Background: an optimization exercise with open tools, aiming at small area and a short achievable clock period. Do not read the settings as production practice. No functional check of the RTL was part of any run shown here.

==> flow/design.v, too long to show whole: its modules and the start of the top module <==
// module notch_filter_q15: 16990 lines
// module nf_x2: 3 lines
// module nf_ha: 4 lines
// module nf_fa: 4 lines
module notch_filter_q15 (
    input logic clk,
    input logic reset,
    input logic signed [15:0] x_in,
    output logic signed [15:0] y_out,
    input logic signed [15:0] b0,
    input logic signed [15:0] b1,
    input logic signed [15:0] b2,
    input logic signed [15:0] a1,
    input logic signed [15:0] a2
);
  // ...
==> flow/run.sh <==
#!/bin/bash
# synth_recipe.tcl (not shown) runs the flow's synth.tcl, then flattens the netlist and writes it again
# the make line also repeats each setting of config.mk as NAME=value (left out here)
make -C /OpenROAD-flow-scripts/flow DESIGN_CONFIG=/design/flow/config.mk WORK_HOME=/design/flow/orfs CLKGATE_MAP_FILE= SYNTH_SCRIPT=/design/flow/synth_recipe.tcl finish
==> flow/config.mk <==
export PLATFORM = sky130hd
export DESIGN_NAME = notch_filter_q15
export DESIGN_NICKNAME = notch_filter_q15
export VERILOG_FILES = /design/flow/design.v
export SDC_FILE = /design/flow/constraint.sdc
export NUM_CORES = 4
export LEC_CHECK = 0
export ABC_AREA = 1
export CAP_MARGIN = 20
export CORE_MARGIN = 2
export CORE_UTILIZATION = 40
export SLEW_MARGIN = 20
export SYNTH_HIERARCHICAL = 1
export SYNTH_MINIMUM_KEEP_SIZE = 0
==> flow/constraint.sdc <==
create_clock -name core_clock -period 20.5 [get_ports {clk}]
set_input_delay 4.1000 -clock core_clock [delete_from_list [all_inputs] [get_ports {clk}]]
set_output_delay 4.1000 -clock core_clock [all_outputs]
set_load 0.01 [all_outputs]
==> qor.csv, run 1 <==
stage,metric,value,unit
finish,buf_share,0.04465,
run_status,outcome,finished clean,
logic_synthesis,synth_ff_type,dfrtp_1,
sta,fmax,57.61,MHz
flow_run,maxCapViolations,0,
logic_synthesis,synth_top_area_share,0.3687,
placement,place_congestion,0.8769,
sta,finClkSkew,18.37,ps
worst_hold_path,hp-start,w1[3],
setup_path,arrival,17620,ps
clocking,htreeDepth,3,
worst_hold_path,whs_endpoint,w2[3],
floorplan,initial_core_util,0.4039,
placement,post_dp_cell_area,46210,um2
setup_path,cp_max_fo,20,
logic_synthesis,synth_xor_area_frac,0.2064,
finish,largestClassByArea,multi-input combinational cells,
sta,finalMaxSlewViolations,0,
clocking,clkSlewWorstSetupHoldPaths,70,ps
setup_path,rr_endpoint,yq[3],
finish,final_nets,5903,
routing,post-route-drc-count,0,
sta,setup_slack,3143,ps
finish,drive_gt1_frac,0.05363,
routing,wl_met3,11810,um
routing,avgRoutedWirePerCell,23.10,um
worst_hold_path,worst_hold_path.num_cells,0,
logic_synthesis,synth_area_leaders,"fa_1, xor2_1, o22ai_1, ha_1, dfrtp_1",
placement,portBuffers,113,
setup_path,cp_top_family,adder cells,
sta,tightestPinTransition,1184,ps
logic_synthesis,synthCells,4956,
setup_path,crit_top_cell,fa_1,
setup_path,crit_buf_inv,5,
floorplan,nWellTaps,1476,
clocking,post-cts-setup-buffer-count,0,
routing,wl_met2,67570,um
routing,wirelength,144000,um
setup_path,r2r_slack,7640,ps
grt,antenna_found_initial,3,
logic_synthesis,ys_types,58,
sta,rsz0062_at_grt,no,
==> run 2: changes to the inputs <==
--- a/flow/config.mk
+++ b/flow/config.mk
@@ -11,2 +11,3 @@
 export CORE_UTILIZATION = 40
+export SETUP_SLACK_MARGIN = 5
 export SLEW_MARGIN = 20
==> run 2 against run 1 <==
Net effect: still clean on timing, DRC and antenna; synthesized area is the same; first-iteration DRC count shrank 5.5%; die area is the same; flip-flop and latch count is the same; critical path depth is the same; largest cell class unchanged.
==> qor.csv, run 2 <==
stage,metric,value,unit,change
sta,finClkSkew,17.06,ps,was 18.37 ps
setup_path,cp-start-kind,input pin,,unchanged
clocking,htreeDepth,3,,unchanged
clocking,cts_tree,done,,unchanged
logic_synthesis,synthCells,4956,,unchanged
grt,first_global_vias,38520,,about the same
clocking,numCtsBuffers,9,,unchanged
grt,antenna_found_initial,3,,unchanged
setup_path,reg2reg_from,w1[23],,unchanged
sta,final_hold_viol_count,0,,unchanged
sta,setup_violations,0,,unchanged
routing,drt_iter0_drc,3619,,was 3831
floorplan,die_area,112900,um2,unchanged
clocking,insertion_delay,360,ps,about the same
finish,drive_gt1_frac,0.06682,,was 0.05363
sta,finalMaxSlewViolations,0,,unchanged
logic_synthesis,syn_area,44090,um2,unchanged
setup_path,reg2regPathDepth,44,,was 47
setup_path,arrival,15170,ps,was 17620 ps
sta,tightestPinTransition,1095,ps,was 1184 ps
setup_path,cp-end-kind,flop,,unchanged
routing,antenna_left,0,,unchanged
routing,via_per_inst,6.020,,was 6.025
placement,pre_cts_ws,2873,ps,unchanged
logic_synthesis,async_flop_share,1.000,,unchanged
floorplan,core-area,109200,um2,unchanged
logic_synthesis,yosysWarningCount,7,,unchanged
setup_path,r2r_slack,9020,ps,was 7640 ps
grt,grt-ovfl-total,0,,unchanged
setup_path,crit_top_cell,fa_1,,unchanged
sta,setup_tns,0,ps,unchanged
floorplan,num_rows,121,,unchanged
logic_synthesis,synth_seq_cells,68,,unchanged
logic_synthesis,netlist_top_cells_count,"xor2_1, o22ai_1, fa_1",,unchanged
finish,area_delta_synth_final,7.117,%,was 5.517%
logic_synthesis,synth_ff_type,dfrtp_1,,unchanged
worst_hold_path,hp-class,reg2reg,,unchanged
sta,holdWs,376.9,ps,was 374.6 ps
setup_path,crit_type,in2reg,,unchanged
floorplan,ios,114,,unchanged
routing,firstDrtPassIters,7,,was 5
placement,place_congestion,0.8769,,unchanged
clocking,hold_buffers,0,,unchanged
setup_path,endpoint,yq[3],,unchanged
clocking,cts-root-buf,clkbuf_16,,unchanged
clocking,clock-sinks,68,,unchanged
setup_path,critPathMaxStageDelay,550,ps,was 940 ps
routing,vias,37640,,was 37560
placement,dp_hpwl,101700,um,unchanged
finish,final_cell_mix,"xor2_1, o22ai_1, fa_1",,unchanged
sta,final.period_utilization,0.7276,,was 0.8467
flow_run,maxCapViolations,0,,unchanged
sta,rsz0062_at_grt,no,,unchanged
finish,nFillCells,10630,,was 10690
grt,grt_pass1_wl,225800,um,was 225700 um
grt,track_usage,0.2546,,was 0.2544
setup_path,slowest_stage,fa_1,,was clkdlybuf4s50_1
logic_synthesis,ys_seq_area_frac,0.03859,,unchanged
setup_path,rr_endpoint,yq[3],,unchanged
logic_synthesis,ys_types,58,,unchanged
floorplan,die_h,336,um,unchanged
logic_synthesis,synth_top_area_share,0.3687,,unchanged
sta,layout_min_cycle_time,14920,ps,was 17360 ps
placement,portBuffers,113,,unchanged
setup_path,crit_start,a1[0],,was a1[11]
finish,final_nets,5922,,was 5903
run_status,outcome,finished clean,,unchanged
logic_synthesis,syn-num-nets,6109,,unchanged
sta,slew_headroom,0.2691,,was 0.2106
grt,grt_max_degree,64,,unchanged
sta,fmax,67.04,MHz,was 57.61 MHz
floorplan,initial_core_util,0.4039,,unchanged
logic_synthesis,syn-mean-instance-area,8.896,um2,unchanged
floorplan,die_x,336,um,unchanged
finish,reg_top3,"w1 (32), w2 (32), yq (4)",,unchanged
setup_path,cp_max_fo,30,,was 20
logic_synthesis,yosysTopAreaCell,fa_1,,unchanged
clocking,clkSlewWorstSetupHoldPaths,70,ps,about the same
finish,final_common_cell,xor2_1,,unchanged
logic_synthesis,synth_most_common_cell,xor2_1,,unchanged
clocking,clockBufferDepth,2,,unchanged
routing,wirelength,144700,um,was 144000 um
routing,post-route-drc-count,0,,unchanged
logic_synthesis,synth-edff-count,0,,unchanged
sta,setup_slack,5584,ps,was 3143 ps
routing,avgRoutedWirePerCell,23.15,um,was 23.10 um
logic_synthesis,synth_area_leaders,"fa_1, xor2_1, o22ai_1, ha_1, dfrtp_1",,unchanged
setup_path,worstPathRequired,20760,ps,about the same
[run 2: worst max-delay path: cells and delay by family]
kind | cells | cell delay (ps)
buffers and inverters | 7 | 1150
xor gates and xnor gates | 3 | 590
adders and majority gates | 18 | 7000
and+or+nand+nor | 17 | 1480
AOI/OAI and AO/OA | 5 | 840
[run 2: how the worst min path moves through the flow]
stage               startpoint  endpoint  slack, ps  cells after the start
floorplan               w1[10]    w2[10]        350                      0
global placement         w1[5]     w2[5]        360                      0
detailed placement       w1[5]     w2[5]        370                      0
CTS                      w1[3]     w2[3]        370                      0
global route             w1[3]     w2[3]        390                      0
finish                   w1[3]     w2[3]        380                      0
[run 2: layout make-up]
| type | instances | area [um2] | share of cell area |
|---|---|---|---|
| multi-input cells | 4131 | 39770 | 0.8420 |
| clock inverters | 6 | 63.81 | 0.001351 |
| clock buffers | 10 | 239.0 | 0.005060 |
| inverters | 289 | 1129 | 0.02390 |
| flip-flops and latches | 68 | 1702 | 0.03603 |
| well taps | 1476 | 1847 | 0.03910 |
| diodes | 2 | 5.005 | 0.0001060 |
| repair buffers | 270 | 2476 | 0.05243 |
[run 2: through the flow]
step | std cells | util | instance area [um2]
after floorplan | 4956 | - | 44090
after global placement | 6215 | 0.4234 | 46210
after detailed placement | 6215 | 0.4234 | 46210
after CTS | 6232 | 0.4274 | 46650
after global routing | 6251 | 0.4326 | 47230
final | 6252 | 0.4327 | 47230
[run 2: cell families (layout without fill, tap and decap cells)]
family,Yosys count,count (layout),synth area share
AND/OR/NAND/NOR,823,823,0.07864
buffers and inverters,757,575,0.06706
adder cells (fa/ha/maj),1057,1057,0.4381
XOR/XNOR,1034,1034,0.2064
other,0,2,0
flip-flops,68,68,0.03859
AO/OA/AOI/OAI,1217,1217,0.1712
[run 2: Yosys stat by module, one instance, submodules excluded]
module,cells inside,flops+latches,area (um2)
nf_fa,1,0,20.02
nf_x2,5,0,18.77
notch_filter_q15,3909,68,25030
nf_ha,1,0,12.51
[run 2: routing by layer]
layer	global-route usage	up-vias	routed length, um
met1	0.3425	18910	58280
met2	0.4096	1904	67820
li1	-	16460	-
met5	0	-	21
met3	0.03235	355	11780
met4	0.1162	4	6849
[run 2: what timing repair did]
item,CTS,global route
pin swaps,0,9
endpoints found under the setup margin,4,4
gates resized for setup,56,95
cloned,0,5
setup buffers,1,13

## port drivers added, routing unchanged
Ports are ideal in the flow. The routed layouts listed here were re-timed in OpenROAD.
Step 1: set_driving_cell puts a clkbuf_16 on clk and a buf_2 on each other input, an assumption about the parent block.
Step 2 times the ports against the registers' clock, not the clock port: input delays grow and output delays shrink by t, the midpoint of the rising clock arrivals with the driver on.
Three values: no drivers, after step 1, after step 2; two values: the first two.
run | shift t [ns] | setup WS [ns] | worst setup path at the end
run 1 | 0.409 | 3.143 / 3.175 / 2.766 | input to register
run 2 | 0.406 | 5.584 / 5.572 / 5.166 | input to register
After both steps setup and hold are still met in every run listed. The setup slack of run 2, which loses most, moves by -0.012 ns with the drivers and by -0.418 ns with both steps.
